Background: an optimization exercise with open tools, aiming at small area. Do not read the settings as production practice. Only simulation tests tie the RTL to the original design; equivalence was not proved. No run shown here takes its clock network from TritonCTS; it comes from the design's own scripts or RTL. No driver is modelled on the clock port, so clock power and skew are understated where the tree is cut down; a real chip needs a root buffer or a tree. No activity file was given, so power comes from the tool's default toggle rates.

==> flow/design.v <==
`timescale 1ns / 1ps
module sev_seg_dis(
    input rst,
    input btnU,
    input btnC,
    input btnD,
    input clk,
    input btnL,
    input btnR,
    output reg [6:0] seg,
    output [3:0] an,
    output [15:0] led
    );
    reg [4:0] seg_0, seg_1, seg_2, seg_3;
    reg [6:0] cp;
    reg [8:0] q;
    reg       f;
    reg       fe;
    reg [9:0] ml;
    reg [3:0] r;
    reg [3:0] e;
    reg [3:0] v0, v1, v2, v3;
    reg [1:0] ds;
    reg [1:0] sn;
    reg [3:0] prev;
    wire [6:0] c = cp ^ {&cp[5:0], &cp[4:0], &cp[3:0], &cp[2:0], &cp[1:0], cp[0], 1'b1};
    wire [1:0] s = c[6:5];
    wire       kclr = f | ds[1];
    wire [8:0] qi = q ^ {&q[7:0], &q[6:0], &q[5:0], &q[4:0], &q[3:0], &q[2:0], &q[1:0], q[0], 1'b1};
    wire [8:0] k = kclr ? 9'd0 : qi;
    wire eU = btnU & ~prev[0];
    wire eD = btnD & ~prev[1];
    wire eL = btnL & ~prev[2];
    wire eR = btnR & ~prev[3];
    wire clr = btnC | rst;
    wire [4:0] s3b = clr ? 5'd1 : seg_3;
    wire [2:0] p = s3b[2:0];
    reg  [2:0] pn;
    always @(*) begin
        pn = p;
        if (eU) begin
            case (p)
                3'd1: pn = 3'd0;
                3'd2: pn = 3'd1;
                3'd3: pn = 3'd0;
                3'd4: pn = 3'd3;
                default: ;
            endcase
        end else if (eD) begin
            case (p)
                3'd0: pn = 3'd1;
                3'd1: pn = 3'd2;
                3'd3: pn = 3'd4;
                3'd4: pn = 3'd2;
                default: ;
            endcase
        end else if (eL) begin
            case (p)
                3'd0: pn = 3'd3;
                3'd1: pn = 3'd4;
                3'd2: pn = 3'd4;
                default: ;
            endcase
        end else if (eR) begin
            case (p)
                3'd3: pn = 3'd1;
                3'd4: pn = 3'd1;
                default: ;
            endcase
        end
    end
    wire [4:0] s3n = s3b[4] ? s3b : {2'b00, pn};
    wire [3:0] s0b = clr ? 4'd15 : seg_0[3:0];
    wire [3:0] s1b = clr ? 4'd15 : seg_1[3:0];
    wire [3:0] s2b = clr ? 4'd15 : seg_2[3:0];
    reg [3:0] rmd;
    always @(*) begin
        case (c[4:0])
            5'd0: rmd = 4'd10;
            5'd1: rmd = 4'd10;
            5'd2: rmd = 4'd10;
            5'd3: rmd = 4'd10;
            5'd4: rmd = 4'd10;
            5'd5: rmd = 4'd10;
            5'd6: rmd = 4'd10;
            5'd7: rmd = 4'd10;
            5'd8: rmd = 4'd10;
            5'd9: rmd = 4'd10;
            5'd10: rmd = 4'd10;
            5'd11: rmd = 4'd10;
            5'd12: rmd = 4'd10;
            5'd13: rmd = 4'd10;
            5'd14: rmd = 4'd10;
            5'd15: rmd = 4'd10;
            5'd16: rmd = 4'd1;
            5'd17: rmd = 4'd8;
            5'd18: rmd = 4'd15;
            5'd19: rmd = 4'd6;
            5'd20: rmd = 4'd13;
            5'd21: rmd = 4'd4;
            5'd22: rmd = 4'd11;
            5'd23: rmd = 4'd2;
            5'd24: rmd = 4'd9;
            5'd25: rmd = 4'd0;
            5'd26: rmd = 4'd7;
            5'd27: rmd = 4'd14;
            5'd28: rmd = 4'd5;
            5'd29: rmd = 4'd12;
            5'd30: rmd = 4'd3;
            5'd31: rmd = 4'd10;
            default: rmd = 4'd0;
        endcase
    end
    wire [3:0] g = {fe ^ s[1], ~s[1] | (fe & ~c[0]), ~fe & ~s[1], s[0]};
    wire ea_1s = e[0] ^ c[4] ^ ml[8];
    wire ea_1c = (e[0] & c[4]) | (e[0] & ml[8]) | (c[4] & ml[8]);
    wire ea_2s = e[1] ^ c[4] ^ ml[8];
    wire ea_2c = (e[1] & c[4]) | (e[1] & ml[8]) | (c[4] & ml[8]);
    wire ea_3s = ea_1c ^ ea_2s;
    wire ea_3c = ea_1c & ea_2s;
    wire ea_4s = e[2] ^ c[4] ^ ea_2c;
    wire ea_4c = (e[2] & c[4]) | (e[2] & ea_2c) | (c[4] & ea_2c);
    wire ea_5s = ea_3c ^ ea_4s;
    wire ea_5c = ea_3c & ea_4s;
    wire ea_6s = e[3] ^ ea_4c ^ ea_5c;
    wire [3:0] en = {ea_6s, ea_5s, ea_3s, ea_1s};
    wire xa_1s = r[0] ^ s0b[0] ^ s1b[0];
    wire xa_1c = (r[0] & s0b[0]) | (r[0] & s1b[0]) | (s0b[0] & s1b[0]);
    wire xa_2s = 1'b1 ^ xa_1s;
    wire xa_2c = 1'b1 & xa_1s;
    wire xa_3s = r[1] ^ s0b[1] ^ s1b[1];
    wire xa_3c = (r[1] & s0b[1]) | (r[1] & s1b[1]) | (s0b[1] & s1b[1]);
    wire xa_4s = xa_1c ^ xa_2c ^ xa_3s;
    wire xa_4c = (xa_1c & xa_2c) | (xa_1c & xa_3s) | (xa_2c & xa_3s);
    wire xa_5s = r[2] ^ s0b[2] ^ s1b[2];
    wire xa_5c = (r[2] & s0b[2]) | (r[2] & s1b[2]) | (s0b[2] & s1b[2]);
    wire xa_6s = xa_3c ^ xa_4c ^ xa_5s;
    wire xa_6c = (xa_3c & xa_4c) | (xa_3c & xa_5s) | (xa_4c & xa_5s);
    wire xa_7s = r[3] ^ s0b[3] ^ s1b[3];
    wire xa_8s = xa_5c ^ xa_6c ^ xa_7s;
    wire [3:0] x = {xa_8s, xa_6s, xa_4s, xa_2s};
    wire na_1s = btnU ^ btnD ^ btnL;
    wire na_1c = (btnU & btnD) | (btnU & btnL) | (btnD & btnL);
    wire na_2s = btnR ^ na_1s;
    wire na_2c = btnR & na_1s;
    wire na_3s = na_1c ^ na_2c;
    wire na_3c = na_1c & na_2c;
    wire [2:0] nb = {na_3c, na_3s, na_2s};
    wire ra_1s = (en[0] & x[0]) ^ (r[0] & g[0]) ^ (rmd[0] & nb[0]);
    wire ra_1c = ((en[0] & x[0]) & (r[0] & g[0])) | ((en[0] & x[0]) & (rmd[0] & nb[0])) | ((r[0] & g[0]) & (rmd[0] & nb[0]));
    wire ra_2s = c[2] ^ c[0] ^ (s[0] & c[0]);
    wire ra_2c = (c[2] & c[0]) | (c[2] & (s[0] & c[0])) | (c[0] & (s[0] & c[0]));
    wire ra_3s = s2b[0] ^ s3n[0] ^ 1'b1;
    wire ra_3c = (s2b[0] & s3n[0]) | (s2b[0] & 1'b1) | (s3n[0] & 1'b1);
    wire ra_4s = ra_1s ^ ra_2s ^ ra_3s;
    wire ra_4c = (ra_1s & ra_2s) | (ra_1s & ra_3s) | (ra_2s & ra_3s);
    wire ra_5s = (en[0] & x[1]) ^ (en[1] & x[0]) ^ (r[0] & g[1]);
    wire ra_5c = ((en[0] & x[1]) & (en[1] & x[0])) | ((en[0] & x[1]) & (r[0] & g[1])) | ((en[1] & x[0]) & (r[0] & g[1]));
    wire ra_6s = (r[1] & g[0]) ^ (rmd[0] & nb[1]) ^ (rmd[1] & nb[0]);
    wire ra_6c = ((r[1] & g[0]) & (rmd[0] & nb[1])) | ((r[1] & g[0]) & (rmd[1] & nb[0])) | ((rmd[0] & nb[1]) & (rmd[1] & nb[0]));
    wire ra_7s = c[3] ^ c[1] ^ (s[0] & c[1]);
    wire ra_7c = (c[3] & c[1]) | (c[3] & (s[0] & c[1])) | (c[1] & (s[0] & c[1]));
    wire ra_8s = (s[1] & c[0]) ^ s2b[1] ^ s3n[1];
    wire ra_8c = ((s[1] & c[0]) & s2b[1]) | ((s[1] & c[0]) & s3n[1]) | (s2b[1] & s3n[1]);
    wire ra_9s = ra_1c ^ ra_2c ^ ra_3c;
    wire ra_9c = (ra_1c & ra_2c) | (ra_1c & ra_3c) | (ra_2c & ra_3c);
    wire ra_10s = ra_4c ^ 1'b1 ^ ra_5s;
    wire ra_10c = (ra_4c & 1'b1) | (ra_4c & ra_5s) | (1'b1 & ra_5s);
    wire ra_11s = ra_6s ^ ra_7s ^ ra_8s;
    wire ra_11c = (ra_6s & ra_7s) | (ra_6s & ra_8s) | (ra_7s & ra_8s);
    wire ra_12s = ra_9s ^ ra_10s ^ ra_11s;
    wire ra_12c = (ra_9s & ra_10s) | (ra_9s & ra_11s) | (ra_10s & ra_11s);
    wire ra_13s = (en[0] & x[2]) ^ (en[1] & x[1]) ^ (en[2] & x[0]);
    wire ra_13c = ((en[0] & x[2]) & (en[1] & x[1])) | ((en[0] & x[2]) & (en[2] & x[0])) | ((en[1] & x[1]) & (en[2] & x[0]));
    wire ra_14s = (r[0] & g[2]) ^ (r[1] & g[1]) ^ (r[2] & g[0]);
    wire ra_14c = ((r[0] & g[2]) & (r[1] & g[1])) | ((r[0] & g[2]) & (r[2] & g[0])) | ((r[1] & g[1]) & (r[2] & g[0]));
    wire ra_15s = (rmd[0] & nb[2]) ^ (rmd[1] & nb[1]) ^ (rmd[2] & nb[0]);
    wire ra_15c = ((rmd[0] & nb[2]) & (rmd[1] & nb[1])) | ((rmd[0] & nb[2]) & (rmd[2] & nb[0])) | ((rmd[1] & nb[1]) & (rmd[2] & nb[0]));
    wire ra_16s = c[4] ^ c[2] ^ (s[0] & c[2]);
    wire ra_16c = (c[4] & c[2]) | (c[4] & (s[0] & c[2])) | (c[2] & (s[0] & c[2]));
    wire ra_17s = (s[1] & c[1]) ^ s2b[2] ^ s3n[2];
    wire ra_17c = ((s[1] & c[1]) & s2b[2]) | ((s[1] & c[1]) & s3n[2]) | (s2b[2] & s3n[2]);
    wire ra_18s = ra_5c ^ ra_6c ^ ra_7c;
    wire ra_18c = (ra_5c & ra_6c) | (ra_5c & ra_7c) | (ra_6c & ra_7c);
    wire ra_19s = ra_8c ^ ra_9c ^ ra_10c;
    wire ra_19c = (ra_8c & ra_9c) | (ra_8c & ra_10c) | (ra_9c & ra_10c);
    wire ra_20s = ra_11c ^ ra_12c ^ 1'b1;
    wire ra_20c = (ra_11c & ra_12c) | (ra_11c & 1'b1) | (ra_12c & 1'b1);
    wire ra_21s = ra_13s ^ ra_14s ^ ra_15s;
    wire ra_21c = (ra_13s & ra_14s) | (ra_13s & ra_15s) | (ra_14s & ra_15s);
    wire ra_22s = ra_16s ^ ra_17s ^ ra_18s;
    wire ra_22c = (ra_16s & ra_17s) | (ra_16s & ra_18s) | (ra_17s & ra_18s);
    wire ra_23s = ra_19s ^ ra_20s ^ ra_21s;
    wire ra_23c = (ra_19s & ra_20s) | (ra_19s & ra_21s) | (ra_20s & ra_21s);
    wire ra_24s = ra_22s ^ ra_23s;
    wire ra_24c = ra_22s & ra_23s;
    wire ra_25s = (en[0] & x[3]) ^ (en[1] & x[2]) ^ (en[2] & x[1]);
    wire ra_26s = (en[3] & x[0]) ^ (r[0] & g[3]) ^ (r[1] & g[2]);
    wire ra_27s = (r[2] & g[1]) ^ (r[3] & g[0]) ^ (rmd[1] & nb[2]);
    wire ra_28s = (rmd[2] & nb[1]) ^ (rmd[3] & nb[0]) ^ c[5];
    wire ra_29s = c[3] ^ (s[1] & c[2]) ^ s2b[3];
    wire ra_30s = s3n[3] ^ ra_13c ^ ra_14c;
    wire ra_31s = ra_15c ^ ra_16c ^ ra_17c;
    wire ra_32s = ra_18c ^ ra_19c ^ ra_20c;
    wire ra_33s = ra_21c ^ ra_22c ^ ra_23c;
    wire ra_34s = ra_24c ^ ra_25s ^ ra_26s;
    wire ra_35s = ra_27s ^ ra_28s ^ ra_29s;
    wire ra_36s = ra_30s ^ ra_31s ^ ra_32s;
    wire ra_37s = ra_33s ^ ra_34s ^ ra_35s;
    wire ra_38s = ra_36s ^ ra_37s;
    wire [3:0] rn = {ra_38s, ra_24s, ra_12s, ra_4s};
    wire ds3 = ds == 2'd3;
    wire low = v3 == 4'd0 && v2 == 4'd0 && v0[2:0] == 3'd4;
    wire sc7  = ds3 ? &v3[2:0] : low && v1 == 4'd0;
    wire sc17 = !ds3 && low && v1 == 4'd1;
    wire sc27 = !ds3 && low && v1 == 4'd2;
    reg  mt;
    always @(*) begin
        case (sn)
            2'd0: mt = ml[9:8] == 2'b11 && !ml[0];
            2'd1: mt = ml[9:8] == 2'b10 &&  ml[0];
            2'd2: mt = ml[9:8] == 2'b01 &&  ml[0];
            default: mt = ml[9:8] == 2'b01 && !ml[0];
        endcase
    end
    wire ev = !clr && (&ml[7:1]) && mt;
    wire [9:0] mli = ml ^ {&ml[8:0], &ml[7:0], &ml[6:0], &ml[5:0], &ml[4:0], &ml[3:0], &ml[2:0], &ml[1:0], ml[0], 1'b1};
    reg hit;
    always @(*) begin
        case (pn)
            3'd0: hit = seg_2 == 5'd0 || seg_2 == 5'd5 || seg_2 == 5'd6 || seg_2 == 5'd10 || seg_2 == 5'd15;
            3'd1: hit = seg_2 == 5'd1 || seg_2 == 5'd6 || seg_2 == 5'd7 || seg_2 == 5'd13 || seg_2 == 5'd14 || seg_2 == 5'd15;
            3'd2: hit = seg_2 == 5'd2 || seg_2 == 5'd5 || seg_2 == 5'd7 || seg_2 == 5'd11 || seg_2 == 5'd12 || seg_2 == 5'd15;
            3'd3: hit = seg_2 == 5'd3 || seg_2 == 5'd8 || seg_2 == 5'd9 || seg_2 == 5'd11 || seg_2 == 5'd13;
            3'd4: hit = seg_2 == 5'd4 || seg_2 == 5'd8 || seg_2 == 5'd10 || seg_2 == 5'd12 || seg_2 == 5'd14;
            default: hit = 1'b0;
        endcase
    end
    wire lose = (hit && !s3b[4]) || ds == 2'd1;
    wire n0 = v0[3] & v0[0];
    wire n1 = v1[3] & v1[0];
    wire n2 = v2[3] & v2[0];
    wire wrap = v3[3] & v2[0] & n1 & v0[0];
    wire i1 = n0;
    wire i2 = n0 & n1;
    wire i3 = n0 & n1 & n2;
    wire [3:0] v0i = wrap ? 4'd0 : {(v0[3] & ~v0[0]) | (v0[2] & v0[1] & v0[0]), v0[2] ^ (v0[1] & v0[0]), (v0[1] ^ v0[0]) & ~v0[3], ~v0[0]};
    wire [3:0] v1i = wrap ? 4'd0 : !i1 ? v1 : {(v1[3] & ~v1[0]) | (v1[2] & v1[1] & v1[0]), v1[2] ^ (v1[1] & v1[0]), (v1[1] ^ v1[0]) & ~v1[3], ~v1[0]};
    wire [3:0] v2i = wrap ? 4'd0 : !i2 ? v2 : {(v2[3] & ~v2[0]) | (v2[2] & v2[1] & v2[0]), v2[2] ^ (v2[1] & v2[0]), (v2[1] ^ v2[0]) & ~v2[3], ~v2[0]};
    wire [3:0] v3i = wrap ? 4'd0 : !i3 ? v3 : v3 + 4'd1;
    wire [1:0] sp = cp[6:5];
    wire jr0 = fe & ~|c;
    wire [4:0] dsel = jr0 ? 5'd0 :
                      sp == 2'd0 ? seg_0 :
                      sp == 2'd1 ? seg_1 :
                      sp == 2'd2 ? seg_2 : seg_3;
    always @(*) begin
        case (dsel)
            0:  seg = 7'b1111110;
            1:  seg = 7'b0111111;
            2:  seg = 7'b1110111;
            3:  seg = 7'b1011111;
            4:  seg = 7'b1101111;
            5:  seg = 7'b1110110;
            6:  seg = 7'b0111110;
            7:  seg = 7'b0110111;
            8:  seg = 7'b1001111;
            9:  seg = 7'b1011110;
            10: seg = 7'b1001110;
            11: seg = 7'b1000111;
            12: seg = 7'b1100111;
            13: seg = 7'b0011111;
            14: seg = 7'b0101111;
            15: seg = 7'b0110110;
            16: seg = 7'b1000111;
            17: seg = 7'b1000000;
            18: seg = 7'b0010010;
            19: seg = 7'b0000110;
            20: seg = 7'b1000000;
            21: seg = 7'b1111001;
            22: seg = 7'b0100100;
            23: seg = 7'b0110000;
            24: seg = 7'b0011001;
            25: seg = 7'b0010010;
            26: seg = 7'b0000010;
            27: seg = 7'b1111000;
            28: seg = 7'b0000000;
            29: seg = 7'b0011000;
            default: seg = 7'b1111111;
        endcase
    end
    assign an = {s != 2'd3, s != 2'd2, s != 2'd1, s != 2'd0};
    wire [3:0] lk = q[8:5];
    wire [7:0] l;
    assign l[0] = lk == 4'd0 || lk == 4'd14 || lk == 4'd15;
    assign l[1] = lk == 4'd0 || lk == 4'd1 || lk == 4'd13;
    assign l[2] = lk == 4'd0 || lk == 4'd2 || lk == 4'd12;
    assign l[3] = lk == 4'd0 || lk == 4'd3 || lk == 4'd11;
    assign l[4] = lk == 4'd0 || lk == 4'd4 || lk == 4'd10;
    assign l[5] = lk == 4'd0 || lk == 4'd5 || lk == 4'd9;
    assign l[6] = lk == 4'd0 || lk == 4'd6 || lk == 4'd8;
    assign l[7] = lk == 4'd0 || lk == 4'd7;
    assign led = {l[0], l[1], l[2], l[3], l[4], l[5], l[6], l[7],
                  l[7], l[6], l[5], l[4], l[3], l[2], l[1], l[0]};
    always @(posedge clk) begin
        if (rst) begin
            seg_3 <= 5'd1;
            cp <= 7'd127;
            fe <= 1'b1;
            ml <= 10'd0;
            r <= 4'd0;
            e <= 4'd1;
            prev <= 4'd0;
        end else begin
            seg_3 <= s3n;
            cp <= c;
            fe <= fe & ~(c[6] & c[0]);
            ml[0] <= btnC | (~ev & mli[0]);
            r <= rn;
            e <= en;
            prev[0] <= btnU;
            prev[1] <= btnD & (prev[1] | ~eU);
            prev[2] <= btnL & (prev[2] | ~(eU | eD));
            prev[3] <= btnR & (prev[3] | ~(eU | eD | eL));
        end
        q <= {k[8:6] | {3{rst}}, k[5:0]};
        f <= clr;
        ml[9:1] <= (clr | ev) ? 9'd0 : mli[9:1];
        seg_0 <= {seg_0[4] | clr, s0b};
        seg_1 <= {seg_1[4] | clr, s1b};
        seg_2 <= {seg_2[4] | clr, s2b};
        sn <= clr ? 2'd0 : sc7 ? 2'd1 : sc17 ? 2'd2 : sc27 ? 2'd3 : sn;
        if (clr) begin
            v3 <= 4'd8; v2 <= 4'd1; v1 <= 4'd8; v0 <= 4'd9;
            ds <= 2'd0;
        end else if (ev) begin
            if (lose) begin
                seg_3 <= 5'd16;
                seg_2 <= 5'd17;
                seg_1 <= 5'd18;
                seg_0 <= 5'd19;
                ds <= ds + 2'd1;
            end else if (ds == 2'd2) begin
                seg_0 <= {1'b1, v0[3] ^ v0[2], ~v0[2], v0[1:0]};
                seg_1 <= {1'b1, v1[3] ^ v1[2], ~v1[2], v1[1:0]};
                seg_2 <= {1'b1, v2[3] ^ v2[2], ~v2[2], v2[1:0]};
                seg_3 <= {1'b1, v3[3] ^ v3[2], ~v3[2], v3[1:0]};
                ds <= 2'd3;
            end else if (ds == 2'd0) begin
                seg_2 <= seg_1;
                seg_1 <= seg_0;
                seg_0 <= {1'b0, rn};
                v0 <= v0i; v1 <= v1i; v2 <= v2i; v3 <= v3i;
            end
        end
    end
endmodule
==> flow/flow/run.sh <==
#!/bin/bash
# Own layout flow: the standard flow, except that synthesis maps the logic
# for area (no full-adder extraction or Kogge-Stone carry chains, and an ABC
# script with &deepsyn and area-oriented mapping). Registers are untouched, so
# they keep the standard synthesis's names and cell types. Port buffers are
# buf_1 cells, and the clock reaches the registers through one level of
# clkbuf_16 cells (cts_fix.tcl) instead of CTS's tree. Every tool's output
# goes to a log in this folder (orfs/logs/... and the *.log files here).
set -euo pipefail
W=$(pwd)
F=$W/flow

# synthesis body: ORFS's synth.tcl with the two changes above
python3 - "$FLOW_HOME/scripts/synth.tcl" "$W/synth_body.tcl" "$F/abc_area.script" <<'PY'
import sys
src, dst, scr = sys.argv[1:4]
t = open(src).read()
a = '"-extra-map $::env(FLOW_HOME)/platforms/common/lcu_kogge_stone.v"'
assert t.count(a) == 1
t = t.replace(a, '""')
a = "if {\n  [env_var_exists_and_non_empty ADDER_MAP_FILE] &&"
assert t.count(a) == 1
t = t.replace(a, "if {\n  0 && [env_var_exists_and_non_empty ADDER_MAP_FILE] &&")
a = "  log_cmd abc {*}$abc_args\n"
assert t.count(a) == 1
t = t.replace(a, "  set abc_args [lreplace $abc_args 1 1 {%s}]\n" % scr + a)
open(dst, "w").write(t)
PY
sed "s#source \$::env(SCRIPTS_DIR)/synth.tcl#source {$W/synth_body.tcl}#" synth_recipe.tcl > my_synth.tcl
grep -q "synth_body.tcl" my_synth.tcl
sed "s#SYNTH_SCRIPT=[^ ]*#SYNTH_SCRIPT=$W/my_synth.tcl#" standard.sh > my_standard.sh
grep -q "SYNTH_SCRIPT=$W/my_synth.tcl" my_standard.sh

# layout up to clock tree synthesis, then a one-level clock tree in place of
# CTS's (cts_fix.tcl), then the rest of the standard flow
bash my_standard.sh BUFFER_PORTS_ARGS="-buffer_cell sky130_fd_sc_hd__buf_1" cts > flow_make_cts.log 2>&1
R=$W/orfs/results/$FLOW_PLATFORM/sev_seg_dis/base
cp "$R/4_cts.odb" "$W/4_cts_ctstool.odb"
IN="$W/4_cts_ctstool.odb" OUT="$R/4_cts.odb" NBUF=4 NX=2 \
  BUFCELL=sky130_fd_sc_hd__clkbuf_16 CLKNET=clk \
  LIB="$FLOW_HOME/platforms/$FLOW_PLATFORM/lib/sky130_fd_sc_hd__tt_025C_1v80.lib" \
  openroad -no_init -exit "$F/cts_fix.tcl" > cts_fix.log 2>&1
touch "$R/4_cts.odb"
bash my_standard.sh BUFFER_PORTS_ARGS="-buffer_cell sky130_fd_sc_hd__buf_1" finish > flow_make.log 2>&1
==> flow/flow/abc_area.script <==
strash
&get -n
&st
&deepsyn -J 20 -T 200
&dch -f
&nf -a -R 1000
&put
==> flow/flow/cts_fix.tcl <==
# Rebuild the clock tree built by CTS as a single level: the clock port drives
# NBUF clock buffers, each driving the flip-flops of one vertical strip of the
# core. Reads $IN, writes $OUT.
read_liberty $::env(LIB)
read_db $::env(IN)
set db [ord::get_db]
set block [ord::get_db_block]
set nbuf $::env(NBUF)
set master [$db findMaster $::env(BUFCELL)]
set clk [$block findNet $::env(CLKNET)]

# the CTS buffers: everything reached from the clock net through buffers
set bufs {}
set sinks {}
set nets [list $clk]
set seen [dict create]
while {[llength $nets]} {
  set n [lindex $nets 0]
  set nets [lrange $nets 1 end]
  foreach it [$n getITerms] {
    set inst [$it getInst]
    set m [[$inst getMaster] getName]
    if {[$it isOutputSignal]} { continue }
    set drives 0
    foreach o [$inst getITerms] {
      if {[$o isOutputSignal] && [$o getNet] != "NULL"} { set drives 1 }
    }
    set name [$inst getName]
    if {!$drives && ![string match "*df*" $m]} {
      # CTS's dummy loads: cells on the clock whose output drives nothing
      if {![dict exists $seen $name]} { dict set seen $name 1; lappend bufs $inst }
      continue
    }
    if {[string match "*clkbuf*" $m] || [string match "sky130_fd_sc_hd__buf_*" $m]} {
      if {[dict exists $seen $name]} { continue }
      dict set seen $name 1
      lappend bufs $inst
      foreach o [$inst getITerms] {
        if {[$o isOutputSignal] && [$o getNet] != "NULL"} { lappend nets [$o getNet] }
      }
    } else {
      lappend sinks $it
    }
  }
}
puts "cts_fix: [llength $bufs] buffers, [llength $sinks] sinks"

# sinks sorted by x, split into nbuf strips
set xs {}
foreach it $sinks {
  set inst [$it getInst]
  set loc [$inst getLocation]
  lappend xs [list [lindex $loc 0] [lindex $loc 1] $it]
}
set xs [lsort -integer -index 0 $xs]

# remove the old tree
foreach inst $bufs {
  foreach it [$inst getITerms] {
    set n [$it getNet]
    if {$n != "NULL" && $n != $clk} {
      foreach s [$n getITerms] { $s disconnect }
      odb::dbNet_destroy $n
    }
  }
  odb::dbInst_destroy $inst
}

set nx $::env(NX)
set ny [expr {$nbuf / $nx}]
set groups {}
set percol [expr {int(ceil(double([llength $xs]) / $nx))}]
for {set i 0} {$i < $nx} {incr i} {
  set col [lsort -integer -index 1 [lrange $xs [expr {$i * $percol}] [expr {($i + 1) * $percol - 1}]]]
  set perrow [expr {int(ceil(double([llength $col]) / $ny))}]
  for {set j 0} {$j < $ny} {incr j} {
    lappend groups [lrange $col [expr {$j * $perrow}] [expr {($j + 1) * $perrow - 1}]]
  }
}
for {set b 0} {$b < $nbuf} {incr b} {
  set group [lindex $groups $b]
  if {![llength $group]} { continue }
  set sx 0; set sy 0
  foreach g $group { incr sx [lindex $g 0]; incr sy [lindex $g 1] }
  set cx [expr {$sx / [llength $group]}]
  set cy [expr {$sy / [llength $group]}]
  set inst [odb::dbInst_create $block $master "clkfix_buf_$b"]
  $inst setLocation $cx $cy
  $inst setPlacementStatus PLACED
  set net [odb::dbNet_create $block "clkfix_net_$b"]
  $net setSigType CLOCK
  [$inst findITerm A] connect $clk
  [$inst findITerm X] connect $net
  foreach g $group { [lindex $g 2] connect $net }
  puts "cts_fix: buffer $b at $cx $cy drives [llength $group] sinks"
  foreach g $group { set ii [[lindex $g 2] getInst]; if {![string match "*df*" [[$ii getMaster] getName]]} { puts "cts_fix: non-flop sink [$ii getName] [[$ii getMaster] getName]" } }
}
detailed_placement
check_placement
write_db $::env(OUT)
==> flow/standard.sh <==
#!/bin/bash
# synth_recipe.tcl (not shown) runs the flow's synth.tcl, then flattens the netlist and writes it again
# the make line also repeats each setting of config.mk as NAME=value (left out here)
make -C /OpenROAD-flow-scripts/flow DESIGN_CONFIG=/design/flow/config.mk WORK_HOME=/design/flow/orfs CLKGATE_MAP_FILE= SYNTH_SCRIPT=/design/flow/synth_recipe.tcl "${@:-finish}"
==> flow/config.mk <==
export PLATFORM = sky130hd
export DESIGN_NAME = sev_seg_dis
export DESIGN_NICKNAME = sev_seg_dis
export VERILOG_FILES = /design/flow/design.v
export SDC_FILE = /design/flow/constraint.sdc
export NUM_CORES = 4
export LEC_CHECK = 0
export CAP_MARGIN = 20
export CORE_MARGIN = 2
export CORE_UTILIZATION = 40
export CTS_BUF_LIST = sky130_fd_sc_hd__clkbuf_8
export SLEW_MARGIN = 20
==> flow/constraint.sdc <==
create_clock -name core_clock -period 15.0 [get_ports {clk}]
set_input_delay 3.0000 -clock core_clock [delete_from_list [all_inputs] [get_ports {clk}]]
set_output_delay 3.0000 -clock core_clock [all_outputs]
set_load 0.01 [all_outputs]
==> results.txt, run 1 <==
run status timing/DRC/antenna clean; area share of the largest cell type after synthesis a little under a third; Clock Latency Late Sink ~0.16 ns; largest cells by area after synthesis dfxtp_1 31%, xnor2_1 9.8%, nor2_1 7.1%; Worst-Margin Slew roughly 0.95 ns; initial detailed-routing violation count just under 400; Critical Path AT 7.59 ns; drt via density 5.598; Min Hold Slack approximately 0.48 ns; average cell area after synthesis approximately 7.4 um^2; final setup margin around 7.5 ns; WHS Endpoint q[0]; cell taking the most area after synthesis dfxtp_1; I/O Pins 34; TNS Setup 0 ns; Nets between 700 and 800; Static Leakage 1.879 nW; min Tclk post-route ~7.5 ns; Max Cap Viol 0; CTS resizes 0; Die Span X 117.6 um; hold_buf cts 0; skew final ~0.019 ns; gr busiest metal met2; reg2reg setup slack between 9 and 10 ns; post-synth cell types 50; Post-Layout Cell Count 903; area growth from synthesis to layout 8.049%; Inst Count DP around 900; initial antenna violation count 0; CP Class in2reg; async set-reset flop share out of synthesis 0%; GR Util met2 about a third; fin area 5577 um^2; # clock sinks 80; Cell Rows a little over 40; Worst Hold Launch q[0]; nature of the critical path startpoint input pin; core area around 13000 um^2; die area approximately 14000 um^2; number of cells on the worst hold path 1; Power, Total about 1.3 mW; Cell Area, Synth 5161 um^2; Worst Setup End Kind register; initial core utilization 40.90%; Post-Route WL approximately 14 mm; setup repair after global routing missed its margin no; Max Freq 132.8 MHz; placer congestion estimate around 0.87; Antenna Nets Post-Route 0; DRT Pass-1 Iters 5; post-CTS setup buffers 0; Slew Limit Fails 0; Hold Fails Final Rpt 0; pin count of the biggest net entering global routing 23; Post-DP HPWL 10.51 mm; pre-CTS setup slack between 7 and 8 ns; sequential area share after synthesis between 30% and 40%; final worst-path cycle share approximately half; number of synthesized flops with an enable pin 0; Avg WL per Cell roughly 15 um; via count between 5k and 6k; die height approximately 120 um; IO buf count 33; GRT Total Usage between 20% and 30%; synthesized flop and latch total 80; vias in the first global route slightly below 5k; R2R depth 19; Crit Path Max Fanout 18; DRC Markers 0; Max VDD drop around 0.16 mV; share of layout cells above drive strength 1 under 10%; YS warnings 1; Hold WC Path Type reg2reg; Reg-to-Reg Start cp[0]; first-pass GRT wire length 23.40 mm; most common cell after layout, fill and taps aside nor2_1; Max transition margin a little over a third; grt met3 use around 3.2%; CTS clk-pin slew, worst paths 0.08 ns; FILL cells between 1k and 1.5k; n_diodes 0; Layout Utilization between 40 and 50%; met1 usage a little over a quarter; most frequent cells in the layout 98 x nor2_1, 80 x nand2_1, 80 x dfxtp_1; Cell Area, Placed approximately 5500 um^2; Top FF cell, synth dfxtp_1; Syn Nets between 700 and 800; Power Density 236.6 nW/um^2; FF-to-FF End seg_0[3]; Worst Path Required around 15 ns; Final setup viols 0; cells after synthesis between 600 and 700; GRT Residual Overflow 0
## where the power goes
group	switching [mW]	internal, mW	total, mW
clock network	0.0581	0.0487	0.107
registers	0.0308	0.234	0.264
logic	0.534	0.414	0.948
## how the worst max path moves through the flow
stage / startpoint / end / slack [ns] / cells after the start
3_3_place_gp: rst / seg_0[3] / 7.43 / 20
4_1_cts: rst / seg_0[3] / 7.48 / 20
5_1_grt: rst / v2[2] / 6.89 / 22
6_report: rst / v2[2] / 7.47 / 22
2_1_floorplan: btnC / v2[3] / 6.82 / 19
3_5_place_dp: rst / seg_0[3] / 7.13 / 20
## routing by layer
| metal | wire [um] | vias up |
|---|---|---|
| met5 | 0 | - |
| met4 | 247 | 0 |
| met3 | 570 | 21 |
| met2 | 6590 | 125 |
| met1 | 6488 | 2368 |
| li1 | - | 2541 |
## registers in the layout, indices dropped and copies added (netlist names), 5 cells and up
| signal | flops |
|---|---|
| seg_0 | 5 |
| seg_3 | 5 |
| seg_1 | 5 |
| q | 9 |
| cp | 7 |
| seg_2 | 5 |
| ml | 10 |
## cell type report
| type | instances | area [um^2] | share of cell area, % |
|---|---|---|---|
| sequential | 80 | 1602 | 28.72 |
| inverter | 24 | 90.09 | 1.615 |
| timing repair buffer | 37 | 153.9 | 2.760 |
| tap | 172 | 215.2 | 3.859 |
| buffer | 4 | 100.1 | 1.795 |
| multi-input combinational | 586 | 3416 | 61.25 |
## synth_stat cells, types with 7 or more instances
cell and number:
nor2_1 98, dfxtp_1 80, nand2_1 80, a21oi_1 61, xnor2_1 58, o21ai_0 48
xor2_1 27, nand3_1 25, clkinv_1 24, nor3_1 20, nand2b_1 17, o22ai_1 14
maj3_1 12, or2_0 12, and3_1 10, and2_0 9, a31oi_1 8, buf_4 8
nor2b_1 8, o211ai_1 8, a211oi_1 7, nor4_1 7
## kinds of logic after synthesis
logic type	synth area share [%]
xor+xnor	14.42
mux	0.8000
flops	31.03
fa+ha+maj	2.327
simple gates	27.25
buf+inv	2.909
compound gates	21.26
## critical path, stage by stage
cell and delay [ns]:
buf_1 0.48, nor2_1 0.12, buf_4 0.24, o21ai_0 0.09
a21oi_1 0.07, nand2_1 0.12, nand2b_1 0.08, o22ai_1 0.46
xnor2_1 0.19, nor4_1 0.24, a311oi_1 0.09, a2111oi_0 0.51
a21oi_1 0.13, nor2_1 0.27, nor4_2 0.06, buf_4 0.21
xnor2_1 0.14, nand2_1 0.08, a21oi_1 0.34, nand4_1 0.25
a21o_1 0.22, o31ai_1 0.20
==> run 2, diff against run 1 <==
--- a/flow/flow/run.sh
+++ b/flow/flow/run.sh
@@ -36,7 +36,7 @@
 bash my_standard.sh BUFFER_PORTS_ARGS="-buffer_cell sky130_fd_sc_hd__buf_1" cts > flow_make_cts.log 2>&1
 R=$W/orfs/results/$FLOW_PLATFORM/sev_seg_dis/base
 cp "$R/4_cts.odb" "$W/4_cts_ctstool.odb"
-IN="$W/4_cts_ctstool.odb" OUT="$R/4_cts.odb" NBUF=4 NX=2 \
+IN="$W/4_cts_ctstool.odb" OUT="$R/4_cts.odb" NBUF=3 NX=3 \
   BUFCELL=sky130_fd_sc_hd__clkbuf_16 CLKNET=clk \
   LIB="$FLOW_HOME/platforms/$FLOW_PLATFORM/lib/sky130_fd_sc_hd__tt_025C_1v80.lib" \
   openroad -no_init -exit "$F/cts_fix.tcl" > cts_fix.log 2>&1
==> results.txt, run 2 <==
run status timing/DRC/antenna clean; Max Freq 132.6 MHz; Final setup viols 0; n_diodes 0; CTS resizes 0; placer congestion estimate between 0.8 and 0.9; Hold Fails Final Rpt 0; CP Class in2reg; nature of the critical path startpoint input pin; initial core utilization about two fifths; most frequent cells in the layout 98 x nor2_1, 80 x nand2_1, 80 x dfxtp_1; post-synth cell types 50; min Tclk post-route between 7 and 8 ns; post-CTS setup buffers 0; CTS clk-pin slew, worst paths around 0.11 ns; share of layout cells above drive strength 1 about 1.1%; Top Registers ml (10), q (9), cp (7); drt via density about 5.6; via count slightly above 5k; Power Density 236.0 nW/um^2; first-pass GRT wire length approximately 23 mm; FILL cells 1327; Critical Path AT between 7 and 8 ns; sequential area share after synthesis 31.03%; # clock sinks 80; GRT Total Usage between 15 and 20%; Worst-Margin Slew 0.9376 ns; Syn Nets roughly 710; average cell area after synthesis around 7.4 um^2; Avg WL per Cell ~15 um; initial antenna violation count 0; Critical Path Start rst; ranking of synthesized cells by instance count 98 x nor2_1, 80 x dfxtp_1, 80 x nand2_1, 61 x a21oi_1, 58 x xnor2_1; IO buf count 33; DRT Pass-1 Iters 5; max reg flops 10; Max transition margin between 30% and 40%; Biggest register ml; async set-reset flop share out of synthesis 0%; Worst Setup End Kind register; Slew Limit Fails 0; setup repair after global routing missed its margin no; die area between 10000 and 15000 um^2; Worst Hold Launch q[0]; cells after synthesis about 700; FF-to-FF End seg_0[3]; largest cells by area after synthesis dfxtp_1 31%, xnor2_1 9.8%, nor2_1 7.1%; Reg-to-Reg Start cp[0]; Antenna Nets Post-Route 0; Max VDD drop 0.1974 mV; hold_buf cts 0; most common cell after layout, fill and taps aside nor2_1; final worst-path cycle share just over 50%; Cell Rows slightly above 40; TNS Setup 0 ns; Crit Path Max Fanout 18; Worst Path Required ~15 ns; I/O Pins 34; Die Span X 117.6 um; Post-Route WL 13.80 mm; Hold WC Path Type reg2reg; synthesized flop and latch total 80; Static Leakage roughly 1.9 nW; area share of the largest cell type after synthesis a little under a third; die height ~120 um; number of cells on the worst hold path 1; skew final between 0.01 and 0.015 ns; vias in the first global route 4811; R2R depth 19; WHS Endpoint q[0]; area growth from synthesis to layout 7.564%; Cell Area, Synth roughly 5200 um^2; cell with the most instances after synthesis nor2_1; Nets about 740; cell taking the most area after synthesis dfxtp_1; reg2reg setup slack slightly below 10 ns; Post-DP HPWL between 10 and 15 mm; Max Cap Viol 0; DRC Markers 0; YS warnings 1; GRT Residual Overflow 0; Clock Latency Late Sink ~0.17 ns; Top FF cell, synth dfxtp_1; core area 12620 um^2; initial detailed-routing violation count between 300 and 400; pin count of the biggest net entering global routing 28; Power, Total about 1.3 mW; number of synthesized flops with an enable pin 0
run 2: cell counts after synthesis:
Identical to the previous run, type by type.
run 2: cells by family (layout without fill, tap and decap cells):
family          Yosys count  count (layout)  share of synthesized area, %
buf+inv                  32              64                         2.909
mux                       4               4                        0.8000
simple gates            303             303                         27.25
flops                    80              80                         31.03
compound gates          182             182                         21.26
xor+xnor                 85              85                         14.42
fa+ha+maj                12              12                         2.327
run 2: how the worst max path moves through the flow:
stage                     endpoint  depth (start not counted)
after floorplan              v2[3]                         19
after global placement    seg_0[3]                         20
after detailed placement  seg_0[3]                         20
after CTS                 seg_0[3]                         20
after global routing         v2[2]                         22
final                        v2[2]                         22
run 2: metal layers:
layer,global-route usage (%),vias up,routed length [um]
li1,-,2532,-
met1,26.28,2363,6420
met2,35.20,131,6673
met3,1.938,22,492
met4,4.518,0,217
met5,0,-,0
run 2: stage by stage:
stage          area [um^2]  hold WS, ns  cells  util [%]  setup WS, ns
2_1_floorplan         5161       0.4303    698         -         6.817
3_3_place_gp          5477       0.4432    899     43.40         7.429
3_5_place_dp          5477       0.4657    899     43.40         7.130
4_1_cts               5650       0.4771    915     44.77         7.480
5_1_grt               5552       0.5254    902     43.99         6.915
6_report              5552       0.4809    902     43.99         7.461
run 2: cell type report:
cell class / count / area, um^2 / area share [%]
buffer: 3 / 75.07 / 1.352
inverter: 24 / 90.09 / 1.623
multi-input combinational: 586 / 3416 / 61.53
sequential: 80 / 1602 / 28.85
tap: 172 / 215.2 / 3.876
timing repair buffer: 37 / 153.9 / 2.772
run 2: critical path, stage by stage:
cell	delay, ns
buf_1	0.48
nor2_1	0.12
buf_4	0.24
o21ai_0	0.09
a21oi_1	0.07
nand2_1	0.12
nand2b_1	0.08
o22ai_1	0.48
xnor2_1	0.20
nor4_1	0.24
a311oi_1	0.09
a2111oi_0	0.51
a21oi_1	0.14
nor2_1	0.27
nor4_2	0.06
buf_4	0.20
xnor2_1	0.14
nand2_1	0.08
a21oi_1	0.33
nand4_1	0.24
a21o_1	0.22
o31ai_1	0.20
run 2: power breakdown:
group          switching, mW  internal (mW)  total (mW)
registers             0.0302          0.234       0.264
logic                  0.538          0.414       0.953
clock network         0.0569         0.0371      0.0940
==> run 3, diff against run 2 <==
--- a/flow/flow/cts_fix.tcl
+++ b/flow/flow/cts_fix.tcl
@@ -1,6 +1,7 @@
-# Rebuild the clock tree built by CTS as a single level: the clock port drives
-# NBUF clock buffers, each driving the flip-flops of one vertical strip of the
-# core. Reads $IN, writes $OUT.
+# Rebuilds the clock tree that CTS built as a single level: the clock port
+# drives NBUF clock buffers (BUFCELL), each driving the flip-flops of one of
+# NX columns by NBUF/NX rows of the core. CTS's buffers and dummy loads are
+# removed. Reads $IN, writes $OUT.
 read_liberty $::env(LIB)
 read_db $::env(IN)
 set db [ord::get_db]
--- a/flow/config.mk
+++ b/flow/config.mk
@@ -5,8 +5,8 @@
 export SDC_FILE = /design/flow/constraint.sdc
 export NUM_CORES = 4
 export LEC_CHECK = 0
-export CAP_MARGIN = 20
+export CAP_MARGIN = 0
 export CORE_MARGIN = 2
 export CORE_UTILIZATION = 40
 export CTS_BUF_LIST = sky130_fd_sc_hd__clkbuf_8
-export SLEW_MARGIN = 20
+export SLEW_MARGIN = 0
==> results.txt, run 3 <==
area growth from synthesis to layout 7.564%; cell taking the most area after synthesis dfxtp_1; share of layout cells above drive strength 1 roughly 1.1%; final setup margin ~7 ns; hold_buf cts 0; Clock power frac slightly above 7%; Worst path max stage delay 0.95 ns; max reg flops 10; n_diodes 0; Logic pwr share between 70% and 80%; Slowest cell on crit path o311ai_0; Power, Total around 1.3 mW; CTS clk-pin slew, worst paths around 0.11 ns; largest cells by area after synthesis dfxtp_1 31%, xnor2_1 9.8%, nor2_1 7.1%; number of cells on the worst hold path 1; vias in the first global route approximately 4.8k; setup repair after global routing missed its margin no; Post-DP HPWL between 10 and 15 mm; switching pwr roughly 620 uW; Syn Nets between 700 and 800; R2R depth 19; average cell area after synthesis 7.394 um^2; placer congestion estimate ~0.87; post-CTS setup buffers 0; Final setup viols 0; Slew Limit Fails 0; CTS resizes 0; most common cell after layout, fill and taps aside nor2_1; Static Leakage approximately 1.9 nW; Reg power frac between 20% and 30%; IO buf count 33; Cell Area, Synth between 5000 and 6000 um^2; DRC Markers 0; Power Density 235.9 nW/um^2; initial core utilization just over 40%; Avg WL per Cell roughly 15 um; Worst Setup End Kind register; Hold WC Path Type reg2reg; Biggest register ml; Top Registers ml (10), q (9), cp (7); DRT Pass-1 Iters 5; Max Freq ~130 MHz; async set-reset flop share out of synthesis 0%; Die Span X 117.6 um; nature of the critical path startpoint input pin; YS warnings 1; skew final roughly 0.013 ns; Cell Area, Placed 5477 um^2; drt via density between 5 and 6; final worst-path cycle share 52.18%; pre-CTS setup slack roughly 7.1 ns; synthesized flop and latch total 80; area share of the largest cell type after synthesis a little under a third; sequential area share after synthesis slightly above 30%; min Tclk post-route 7.827 ns; register area around 1600 um^2; Hold Fails Final Rpt 0; run status timing/DRC/antenna clean; Worst-Margin Slew roughly 1.2 ns; Max transition margin between 20% and 30%; initial antenna violation count 0; initial detailed-routing violation count 404; Post-Route WL approximately 14 mm; Max VDD drop around 0.2 mV; via count 5059; pin count of the biggest net entering global routing 28; ranking of synthesized cells by instance count 98 x nor2_1, 80 x dfxtp_1, 80 x nand2_1, 61 x a21oi_1, 58 x xnor2_1; most frequent cells in the layout 98 x nor2_1, 80 x nand2_1, 80 x dfxtp_1; first-pass GRT wire length 23.42 mm; GRT Residual Overflow 0; fin area approximately 5600 um^2; Worst Path Required 15.06 ns; Internal 684.9 uW; post-synth cell types 50; Antenna Nets Post-Route 0; FILL cells between 1k and 1.5k; Top FF cell, synth dfxtp_1; switching part of the total roughly 48%; cell with the most instances after synthesis nor2_1; GRT Total Usage between 15 and 20%; Critical Path AT between 7 and 8 ns; Multi-input gate area between 3000 and 4000 um^2; Max Cap Viol 0; CP Cell Sequence buf_1 > nor2_1 > buf_4 > o21ai_0 > a21oi_1 > nand2_1 > o311ai_0 > mux2i_1 > xnor2_1 > a21oi_1 > xnor2_1 > xor2_1 > xor2_1 > xnor2_1 > nor2b_1 > o211ai_1 > o21ai_0 > xnor2_1 > xnor2_1 > o221ai_1; I/O Pins 34; die height approximately 120 um; core area between 10000 and 15000 um^2; TNS Setup 0 ns; cells after synthesis between 600 and 700; CP Class in2reg; number of synthesized flops with an enable pin 0; Clock Latency Late Sink ~0.17 ns; die area between 10000 and 15000 um^2; Nets roughly 740; Cell Rows a little over 40; Crit Path Max Fanout 18; Min Hold Slack 0.4809 ns; Worst path most repeated cell xnor2_1; # clock sinks 80
run 3: cell count changes in the layout (fill, tap and decap cells not counted):
cell      delta
o311ai_1     -1
o311ai_0     +1
run 3: cells by family after synthesis:
kind of cell | Yosys count | synth area share [%]
mux | 4 | 0.8000
fa+ha+maj | 12 | 2.327
xor+xnor | 85 | 14.42
compound gates | 182 | 21.26
buf+inv | 32 | 2.909
simple gates | 303 | 27.25
flops | 80 | 31.03
run 3: power by group through the flow:
stage,clock [mW],sequential (mW),combinational (mW)
after floorplan,0,0.259,0.760
after global placement,0,0.267,0.926
after detailed placement,0,0.268,0.938
after CTS,0.151,0.263,0.945
after global routing,0.103,0.268,1.05
final,0.0936,0.264,0.952
run 3: layer usage:
| layer | wire length [um] | vias to the layer above | global-route usage [%] |
|---|---|---|---|
| met2 | 6666 | 131 | 35.20 |
| met1 | 6415 | 2366 | 26.28 |
| met4 | 235 | 0 | 4.518 |
| met3 | 504 | 26 | 1.938 |
| met5 | 0 | - | 0 |
| li1 | - | 2536 | - |
run 3: final cells by class:
type / instances / area share [%]
sequential: 80 / 28.85
inverter: 24 / 1.623
buffer: 3 / 1.352
timing repair buffer: 37 / 2.772
tap: 172 / 3.876
multi-input combinational: 586 / 61.53
run 3: final timing paths:
| kind | startpoint | to | slack [ns] |
|---|---|---|---|
| max | rst | seg_0[3] | 7.17 |
| min reg2reg | q[0] | q[0] | 0.48 |
| min | q[0] | q[0] | 0.48 |
| max reg2reg | cp[0] | seg_0[3] | 9.71 |
run 3: worst max-delay path: cells and delay by family:
kind / cells / cell delay [ns]
XOR/XNOR: 7 / 1.64
AND/OR/NAND/NOR: 3 / 0.48
buffers and inverters: 2 / 0.54
AO/OA/AOI/OAI: 7 / 1.84
multiplexers: 1 / 0.36
run 3: stage by stage:
step | utilization [%] | std cells
final | 43.99 | 902
after global routing | 43.99 | 902
after CTS | 44.77 | 915
after detailed placement | 43.40 | 899
after global placement | 43.40 | 899
after floorplan | - | 698
==> run 4, diff against run 3 <==
--- a/flow/config.mk
+++ b/flow/config.mk
@@ -5,8 +5,8 @@
 export SDC_FILE = /design/flow/constraint.sdc
 export NUM_CORES = 4
 export LEC_CHECK = 0
-export CAP_MARGIN = 0
+export CAP_MARGIN = 20
 export CORE_MARGIN = 2
 export CORE_UTILIZATION = 40
 export CTS_BUF_LIST = sky130_fd_sc_hd__clkbuf_8
-export SLEW_MARGIN = 0
+export SLEW_MARGIN = 20
==> results.txt, run 4 <==
Max Freq between 100 and 150 MHz; nature of the critical path startpoint input pin; CP Cell Sequence buf_1 > nor2_1 > buf_4 > o21ai_0 > a21oi_1 > nand2_1 > nand2b_1 > o22ai_1 > xnor2_1 > nor4_1 > a311oi_1 > a2111oi_0 > a21oi_1 > nor2_1 > nor4_2 > buf_4 > xnor2_1 > nand2_1 > a21oi_1 > nand4_1 > a21o_1 > o31ai_1; CTS clk-pin slew, worst paths approximately 0.11 ns; Slowest cell on crit path a2111oi_0; Clock Latency Late Sink about 0.17 ns; CTS resizes 0; run status timing/DRC/antenna clean; Post-Route WL ~14 mm; n_diodes 0; XOR/XNOR share of the synthesized area approximately 14%; area share of the largest cell type after synthesis between 30% and 40%; post-synthesis simple-gate area fraction a little over a quarter; Antenna Nets Post-Route 0; Max VDD drop around 0.2 mV; average cell area after synthesis about 7.4 um^2; Worst Hold Launch q[0]; number of synthesized flops with an enable pin 0; via count ~5.0k; Worst setup endpoint v2[2]; Power Density 236.0 nW/um^2; skew final approximately 0.014 ns; pin count of the biggest net entering global routing 28; Power, Total around 1.3 mW; Max transition margin between 30 and 40%; Top Registers ml (10), q (9), cp (7); min Tclk post-route between 7 and 8 ns; Syn Nets slightly above 700; final setup margin approximately 7.5 ns; GRT Total Usage 19.93%; Crit Path Max Fanout 18; R2R depth 19; Post-DP HPWL ~11 mm; FF-to-FF End seg_0[3]; # clock sinks 80; sequential area share after synthesis 31.03%; Top FF cell, synth dfxtp_1; final worst-path cycle share between 50% and 60%; Synth Area in Compound Gates a little over a fifth; post-CTS setup buffers 0; async set-reset flop share out of synthesis 0%; Cell Area, Synth ~5200 um^2; Post-Synth Adder-Cell Area under 10%; Worst Setup End Kind register; setup repair after global routing missed its margin no; Crit path depth 22; Inst Count DP about 900; Die Span X between 100 and 150 um; initial core utilization 40.90%; die area about 14000 um^2; IO buf count 33; core area roughly 13000 um^2; cells after synthesis roughly 700; multiplexer area fraction after synthesis less than 1%; Worst path most repeated cell a21oi_1; GRT Residual Overflow 0; Cell Rows slightly above 40; cell with the most instances after synthesis nor2_1; Avg WL per Cell around 15 um; TNS Setup 0 ns; die height roughly 120 um; ranking of synthesized cells by instance count 98 x nor2_1, 80 x dfxtp_1, 80 x nand2_1, 61 x a21oi_1, 58 x xnor2_1; post-synth cell types 50; Static Leakage around 1.9 nW; Hold WC Path Type reg2reg; most common cell after layout, fill and taps aside nor2_1; reg2reg setup slack slightly below 10 ns; Max Cap Viol 0; Worst path max stage delay between 0.5 and 0.6 ns; first-pass GRT wire length about 23 mm; hold_buf cts 0; placer congestion estimate 0.8660; YS warnings 1; Hold Fails Final Rpt 0; initial antenna violation count 0; Nets roughly 740; vias in the first global route a little under 5k; synthesized flop and latch total 80; CP Class in2reg; I/O Pins 34; largest cells by area after synthesis dfxtp_1 31%, xnor2_1 9.8%, nor2_1 7.1%; Slew Limit Fails 0; area growth from synthesis to layout 7.564%; largest family of logic cells by synthesized area simple AND/OR/NAND/NOR gates; cell taking the most area after synthesis dfxtp_1; Reg-to-Reg Start cp[0]; Critical Path Start rst; Critical Path AT about 7.6 ns; Cell Area, Placed around 5500 um^2; drt via density between 5 and 6; Final setup viols 0; share of layout cells above drive strength 1 under 10%; fin area between 5000 and 6000 um^2; Post-Layout Cell Count approximately 900; DRC Markers 0; initial detailed-routing violation count 399; most frequent cells in the layout 98 x nor2_1, 80 x nand2_1, 80 x dfxtp_1; DRT Pass-1 Iters 5; Worst-Margin Slew roughly 0.94 ns; Min Hold Slack slightly below 0.5 ns; pre-CTS setup slack between 7 and 8 ns; Layout Utilization between 40% and 50%; Biggest register ml; CP Buf/Inv Count 3; CP top delay family compound AO/OA/AOI/OAI gates; max reg flops 10; Worst Path Required ~15 ns
-- run 4: cell counts after synthesis --
Identical to the previous run, type by type.
-- run 4: layout make-up --
| cell class | count | area, um^2 |
|---|---|---|
| inverters | 24 | 90.09 |
| multi-input cells | 586 | 3416 |
| well taps | 172 | 215.2 |
| flip-flops and latches | 80 | 1602 |
| plain buffers | 3 | 75.07 |
| repair buffers | 37 | 153.9 |
| fillers | 1327 | 7068 |
-- run 4: worst min-delay path by stage --
stage / slack (ns) / to / depth (start not counted)
finish: 0.48 / q[0] / 1
global route: 0.53 / q[3] / 1
CTS: 0.48 / q[1] / 1
detailed placement: 0.47 / q[1] / 1
global placement: 0.44 / q[0] / 1
floorplan: 0.43 / q[0] / 1
-- run 4: where the power goes --
part	leakage (nW)	total [mW]	internal, mW	switching, mW
Clock	0.0370	0.0940	0.0371	0.0569
Sequential	0.653	0.264	0.234	0.0302
Combinational	1.18	0.953	0.414	0.538
-- run 4: logic make-up after synthesis --
| logic type | Yosys count |
|---|---|
| DFF | 80 |
| and+or+nand+nor | 303 |
| AOI/OAI and AO/OA | 182 |
| adders and majority gates | 12 |
| buffers and inverters | 32 |
| xor gates and xnor gates | 85 |
| muxes | 4 |
-- run 4: worst reg2reg max path: cells and delay by family, from the launching register on --
family | cells | cell delay, ns
AO/OA/AOI/OAI | 3 | 0.47
XOR/XNOR | 9 | 2.38
adder cells (fa/ha/maj) | 2 | 0.77
buffers and inverters | 1 | 0.11
flip-flops | 1 | 0.60
AND/OR/NAND/NOR | 4 | 0.84
-- run 4: metal layers --
layer	wire, um	vias to the layer above	part of all wire, %	GRT usage, %
met5	0	-	0	0
met4	217	0	1.6	4.518
met3	492	22	3.6	1.938
met2	6673	131	48	35.20
met1	6420	2363	47	26.28
li1	-	2532	-	-
==> run 5, diff against run 4 <==
--- a/flow/flow/run.sh
+++ b/flow/flow/run.sh
@@ -1,7 +1,7 @@
 #!/bin/bash
 # Own layout flow: the standard flow, except that synthesis maps the logic
 # for area (no full-adder extraction or Kogge-Stone carry chains, and an ABC
-# script with &deepsyn and area-oriented mapping). Registers are untouched, so
+# script with &deepsyn and area-oriented mapping with extra effort). Registers are untouched, so
 # they keep the standard synthesis's names and cell types. Port buffers are
 # buf_1 cells, and the clock reaches the registers through one level of
 # clkbuf_16 cells (cts_fix.tcl) instead of CTS's tree. Every tool's output
==> flow/flow/abc_area.script (replaced) <==
strash
&get -n
&st
&deepsyn -J 20 -T 200
&dch -f
&nf -a -p -C 32 -F 8 -A 4 -R 1000
&put
--- a/flow/config.mk
+++ b/flow/config.mk
@@ -7,6 +7,6 @@
 export LEC_CHECK = 0
 export CAP_MARGIN = 20
 export CORE_MARGIN = 2
-export CORE_UTILIZATION = 40
+export CORE_UTILIZATION = 75
 export CTS_BUF_LIST = sky130_fd_sc_hd__clkbuf_8
 export SLEW_MARGIN = 20
==> results.txt, run 5 <==
cells after synthesis 675; fin area approximately 5400 um^2; # clock sinks 80; Antenna Nets Post-Route 0; core area 6681 um^2; share of layout cells above drive strength 1 1.133%; Max transition margin between 30 and 40%; CP Class in2reg; final setup margin roughly 6.7 ns; largest cells by area after synthesis dfxtp_1 31%, xnor2_1 10%, nor2_1 6.5%; Post-DP HPWL about 10 mm; sequential area share after synthesis a little under a third; placer congestion estimate around 0.93; Biggest register ml; initial detailed-routing violation count about 640; setup repair after global routing missed its margin no; die height 86.46 um; Worst Setup End Kind register; drt via density 6.833; Die Span X 86.46 um; Nets roughly 720; Post-Layout Cell Count just under 800; TNS Setup 0 ns; Static Leakage ~1.8 nW; Cell Area, Synth 5100 um^2; run status timing/DRC/antenna clean; reg2reg setup slack ~9.4 ns; Max Cap Viol 0; Hold WC Path Type reg2reg; DRC Markers 0; Worst path most repeated cell xnor2_1; Cell Area, Placed approximately 5300 um^2; vias in the first global route between 4k and 5k; Top Registers ml (10), q (9), cp (7); initial core utilization between 70% and 80%; ranking of synthesized cells by instance count 88 x nor2_1, 80 x dfxtp_1, 68 x nand2_1, 64 x a21oi_1, 60 x xnor2_1; Critical Path Start rst; Cell Rows 30; Worst-Margin Slew between 0.9 and 1 ns; Clock Latency Late Sink ~0.17 ns; Syn Nets 682; GRT Residual Overflow 0; most common cell after layout, fill and taps aside nor2_1; Final setup viols 0; die area 7475 um^2; DRT Pass-1 Iters 6; skew final around 0.017 ns; number of synthesized flops with an enable pin 0; I/O Pins 34; post-CTS setup buffers 0; CP Cell Sequence buf_1 > nor2_1 > clkinv_1 > a21oi_1 > o21ai_0 > xor2_1 > xnor2_1 > nand2b_1 > o21ai_0 > nor2b_1 > xor2_1 > and2_0 > nor2_1 > maj3_1 > xnor2_1 > xnor2_1 > nor2_1 > o211ai_1 > o21ai_0 > xnor2_1 > xnor2_1 > o221ai_1; area share of the largest cell type after synthesis about a third; Inst Count DP between 700 and 800; n_diodes 0; initial antenna violation count 0; hold_buf cts 0; synthesized flop and latch total 80; final worst-path cycle share 55.27%; average cell area after synthesis 7.555 um^2; Slew Limit Fails 0; Power Density 220.7 nW/um^2; IO buf count 33; cell taking the most area after synthesis dfxtp_1; Slowest cell on crit path clkinv_1; first-pass GRT wire length 23.48 mm; pin count of the biggest net entering global routing 28; YS warnings 1; nature of the critical path startpoint input pin; area growth from synthesis to layout 5.250%; Worst path max stage delay 0.54 ns; cell with the most instances after synthesis nor2_1; post-synth cell types 50; async set-reset flop share out of synthesis 0%; Max VDD drop about 0.22 mV; Worst Path Required approximately 15 ns; GRT Total Usage between 30% and 40%; Worst setup endpoint seg_0[3]; pre-CTS setup slack 7.006 ns; Top FF cell, synth dfxtp_1; R2R depth 21; CTS resizes 0; Hold Fails Final Rpt 0; CTS clk-pin slew, worst paths around 0.11 ns; min Tclk post-route approximately 8.3 ns; most frequent cells in the layout 88 x nor2_1, 80 x dfxtp_1, 68 x nand2_1; Min Hold Slack around 0.48 ns; Crit Path Max Fanout 20; FF-to-FF End seg_0[3]; Reg-to-Reg Start cp[0]; Critical Path AT approximately 8.3 ns; Avg WL per Cell ~19 um; Post-Route WL 14.65 mm; max reg flops 10; Max Freq roughly 120 MHz; via count 5371
run 5: where the power goes:
| group | switching [mW] | internal, mW |
|---|---|---|
| clock network | 0.0582 | 0.0372 |
| registers | 0.0272 | 0.231 |
| logic | 0.491 | 0.339 |
run 5: worst max-delay path: cells and delay by family:
family | cells | cell delay, ns
buffers and inverters | 2 | 0.86
AND/OR/NAND/NOR | 6 | 1.27
AO/OA/AOI/OAI | 6 | 1.22
XOR/XNOR | 7 | 1.59
adder cells (fa/ha/maj) | 1 | 0.40
run 5: final cells by class:
cell class,instances,area (um^2)
flip-flops and latches,80,1602
well taps,80,100.1
repair buffers,36,146.4
fillers,454,1314
plain buffers,3,75.07
multi-input cells,568,3373
inverters,19,71.32
run 5: cells by family after synthesis:
| group | share of synthesized area, % |
|---|---|
| simple gates | 26.01 |
| compound gates | 22.47 |
| xor+xnor | 13.74 |
| flops | 31.40 |
| buf+inv | 2.576 |
| fa+ha+maj | 2.355 |
| mux | 1.447 |
run 5: worst min-delay path by stage:
stage | startpoint | endpoint | slack (ns) | depth (start not counted)
after global routing | q[0] | q[0] | 0.50 | 1
after CTS | q[0] | q[0] | 0.48 | 1
after detailed placement | q[0] | q[0] | 0.46 | 1
after floorplan | q[0] | q[0] | 0.43 | 1
final | q[0] | q[0] | 0.48 | 1
after global placement | q[0] | q[0] | 0.45 | 1
run 5: layer usage:
metal	GRT usage [%]	vias to the layer above	share of wire, %
met5	0	-	0
met4	18.04	0	5.6
met3	4.286	94	9.5
met2	65.59	382	46
met1	49.43	2418	39
li1	-	2477	-
run 5: stage by stage:
stage / util (%) / power (mW)
6_report: 80.34 / 1.184
5_1_grt: 80.34 / 1.242
4_1_cts: 82.49 / 1.236
3_5_place_dp: 79.21 / 1.031
3_3_place_gp: 79.21 / 0.9973
2_1_floorplan: - / 0.8865
==> run 6, diff against run 5 <==
--- a/flow/config.mk
+++ b/flow/config.mk
@@ -7,6 +7,6 @@
 export LEC_CHECK = 0
 export CAP_MARGIN = 20
 export CORE_MARGIN = 2
-export CORE_UTILIZATION = 75
+export CORE_UTILIZATION = 60
 export CTS_BUF_LIST = sky130_fd_sc_hd__clkbuf_8
 export SLEW_MARGIN = 20
==> results.txt, run 6 <==
run status timing/DRC/antenna clean; Static Leakage 1.816 nW; Crit Path Max Fanout 20; GRT Residual Overflow 0; number of synthesized flops with an enable pin 0; Multi-input gate area approximately 3400 um^2; Worst path max stage delay 0.51 ns; FF-to-FF End seg_0[3]; most frequent cells in the layout 88 x nor2_1, 80 x dfxtp_1, 68 x nand2_1; post-synth cell types 50; Layout Utilization 65.80%; DRT Pass-1 Iters 5; initial antenna violation count 0; YS warnings 1; Hold WC Path Type reg2reg; Die Span X around 96 um; Critical Path Start rst; Max transition margin 42.55%; CP Buf/Inv Count 3; Min Hold Slack about 0.49 ns; post-CTS setup buffers 0; share of layout cells above drive strength 1 approximately 1.3%; largest family of logic cells by synthesized area simple AND/OR/NAND/NOR gates; fin area 5406 um^2; n_diodes 0; most common cell after layout, fill and taps aside nor2_1; Top FF cell, synth dfxtp_1; Cell Rows 33; cells after synthesis roughly 680; Inst Count DP between 800 and 900; Worst setup endpoint seg_0[3]; pin count of the biggest net entering global routing 28; cell taking the most area after synthesis dfxtp_1; CTS resizes 0; Post-Route WL 12.86 mm; FILL cells roughly 770; R2R depth 21; pre-CTS setup slack 7.194 ns; multiplexer area fraction after synthesis about 1.4%; reg2reg setup slack a little under 10 ns; CP top delay family XOR/XNOR gates; Nets just over 700; largest cells by area after synthesis dfxtp_1 31%, xnor2_1 10%, nor2_1 6.5%; Slew Limit Fails 0; async set-reset flop share out of synthesis 0%; Post-Layout Cell Count slightly above 800; placer congestion estimate roughly 0.9; final setup margin about 7.3 ns; GRT Total Usage 28.31%; setup repair after global routing missed its margin no; hold_buf cts 0; Post-DP HPWL roughly 9.7 mm; die area 9253 um^2; Max Cap Viol 0; I/O Pins 34; Final setup viols 0; Avg WL per Cell 15.84 um; final worst-path cycle share about half; vias in the first global route 4332; area share of the largest cell type after synthesis between 30% and 40%; max reg flops 10; core area between 8000 and 9000 um^2; min Tclk post-route about 7.7 ns; sequential area share after synthesis a little under a third; Syn Nets about 680; Synth Area in Compound Gates around 22%; TNS Setup 0 ns; Worst Hold Launch q[0]; drt via density 6.166; Max VDD drop around 0.17 mV; Worst path most repeated cell xnor2_1; die height ~96 um; Cell Area, Placed 5331 um^2; Hold Fails Final Rpt 0; initial detailed-routing violation count between 200 and 300; ranking of synthesized cells by instance count 88 x nor2_1, 80 x dfxtp_1, 68 x nand2_1, 64 x a21oi_1, 60 x xnor2_1; cell with the most instances after synthesis nor2_1; Crit path depth 23; Biggest register ml; DRC Markers 0; # clock sinks 80; Worst Path Required approximately 15 ns; Post-Synth Adder-Cell Area approximately 2.4%; CTS clk-pin slew, worst paths 0.11 ns; Worst-Margin Slew 0.8528 ns; Critical Path AT between 7 and 8 ns; Worst Setup End Kind register; Slowest cell on crit path clkinv_1; Antenna Nets Post-Route 0; skew final around 0.018 ns; Max Freq between 100 and 150 MHz; XOR/XNOR share of the synthesized area between 10% and 20%; average cell area after synthesis roughly 7.6 um^2; CP Class in2reg; Power Density approximately 210 nW/um^2; Reg-to-Reg Start cp[0]; initial core utilization between 60% and 70%; first-pass GRT wire length roughly 21 mm; Cell Area, Synth about 5100 um^2; CP Cell Sequence buf_1 > buf_4 > nor2_1 > clkinv_1 > a21oi_1 > o21ai_0 > xor2_1 > xnor2_1 > nand2b_1 > o21ai_0 > nor2b_1 > xor2_1 > and2_0 > nor2_1 > maj3_1 > xnor2_1 > xnor2_1 > nor2_1 > o211ai_1 > o21ai_0 > xnor2_1 > xnor2_1 > o221ai_1; Clock Latency Late Sink about 0.17 ns; nature of the critical path startpoint input pin; post-synthesis simple-gate area fraction roughly a quarter; synthesized flop and latch total 80; area growth from synthesis to layout 6.011%; register area ~1600 um^2; Top Registers ml (10), q (9), cp (7); via count approximately 5.0k; IO buf count 33; Power, Total 1.124 mW
run 6: cell types whose count changed in the layout (fill, tap and decap cells not counted):
cell,change
buf_4,+1
o311ai_0,-1
o311ai_1,+1
run 6: how the worst min path moves through the flow:
| stage | depth (start not counted) | endpoint |
|---|---|---|
| 5_1_grt | 2 | ml[7] |
| 3_3_place_gp | 1 | q[0] |
| 4_1_cts | 1 | q[0] |
| 2_1_floorplan | 1 | q[0] |
| 6_report | 1 | q[0] |
| 3_5_place_dp | 1 | q[0] |
run 6: metal layers:
layer | track usage, % | routed length [um] | up-vias
met4 | 6.548 | 200 | 0
met1 | 40.07 | 5903 | 2326
met2 | 46.35 | 5959 | 172
met5 | 0 | 0 | -
li1 | - | - | 2489
met3 | 2.897 | 795 | 20
run 6: logic make-up (layout without fill, tap and decap cells):
group	count (synthesis)	in the layout
simple gates	279	279
compound gates	191	191
fa+ha+maj	12	12
mux	6	6
buf+inv	27	59
xor+xnor	80	80
flops	80	80
run 6: worst register-to-register path, cell delays in order, from the launching register on:
cell and delay, ns:
dfxtp_1 0.57, and3_1 0.31, nand3_1 0.24, nand2_1 0.30
nand2_1 0.13, nor2b_1 0.17, xnor2_1 0.37, nand2b_1 0.16
xnor2_1 0.33, clkinv_1 0.12, maj3_1 0.39, and2_0 0.24
nor2_1 0.20, maj3_1 0.22, xnor2_1 0.16, xnor2_1 0.17
nor2_1 0.10, o211ai_1 0.17, o21ai_0 0.12, xnor2_1 0.16
xnor2_1 0.23, o221ai_1 0.14
run 6: report_power, final:
| group | leakage, nW | switching [mW] | internal (mW) | total [mW] |
|---|---|---|---|---|
| clock | 0.0370 | 0.0568 | 0.0371 | 0.0939 |
| combinational | 1.13 | 0.433 | 0.340 | 0.772 |
| sequential | 0.653 | 0.0268 | 0.231 | 0.258 |
| total | 1.82 | 0.516 | 0.608 | 1.12 |
run 6: final cells by class:
class,instances,share of cell area (%)
well taps,105,2.430
repair buffers,37,2.847
multi-input cells,568,62.39
plain buffers,3,1.389
inverters,19,1.319
flip-flops and latches,80,29.62

-- separate check: timing with driven ports --
The flow's constraints put no driver on any port. The routed layouts listed below were extracted and timed again, unchanged, in two steps.
Step 1: set_driving_cell puts a clkbuf_16 on clk and a buf_2 on each other input, an assumption about the parent block.
Step 2 adds t to the input delays and takes it off the output delays; t is the mean of the earliest and latest rising clock arrival at the registers after step 1. Input paths then give back, and output paths get back, about the clock's delay inside the block.
Three values: ideal, step 1, step 2; two values: the first two.
run | shift t [ns] | setup slack, ns | hold WS [ns] | latest minus earliest clock arrival (ns) | slew at the worst register clock pin (ns)
run 1 | 0.238 | 7.468 / 7.530 / 7.292 | 0.477 / 0.477 / 0.477 | 0.019 / 0.019 | 0.10 / 0.10
run 2 | 0.229 | 7.461 / 7.505 / 7.275 | 0.481 / 0.481 / 0.481 | 0.014 / 0.013 | 0.11 / 0.11
run 3 | 0.229 | 7.173 / 7.220 / 6.990 | 0.481 / 0.481 / 0.481 | 0.014 / 0.013 | 0.11 / 0.11
run 4 | 0.229 | 7.461 / 7.505 / 7.275 | 0.481 / 0.481 / 0.481 | 0.014 / 0.013 | 0.11 / 0.11
run 5 | 0.228 | 6.709 / 6.749 / 6.520 | 0.484 / 0.484 / 0.484 | 0.018 / 0.017 | 0.12 / 0.12
run 6 | 0.224 | 7.339 / 7.381 / 7.157 | 0.492 / 0.492 / 0.492 | 0.018 / 0.018 | 0.11 / 0.11
After both steps setup and hold are still met in every run listed. The setup slack of run 5, which loses most, moves by +0.040 ns with the drivers and by -0.189 ns with both steps.
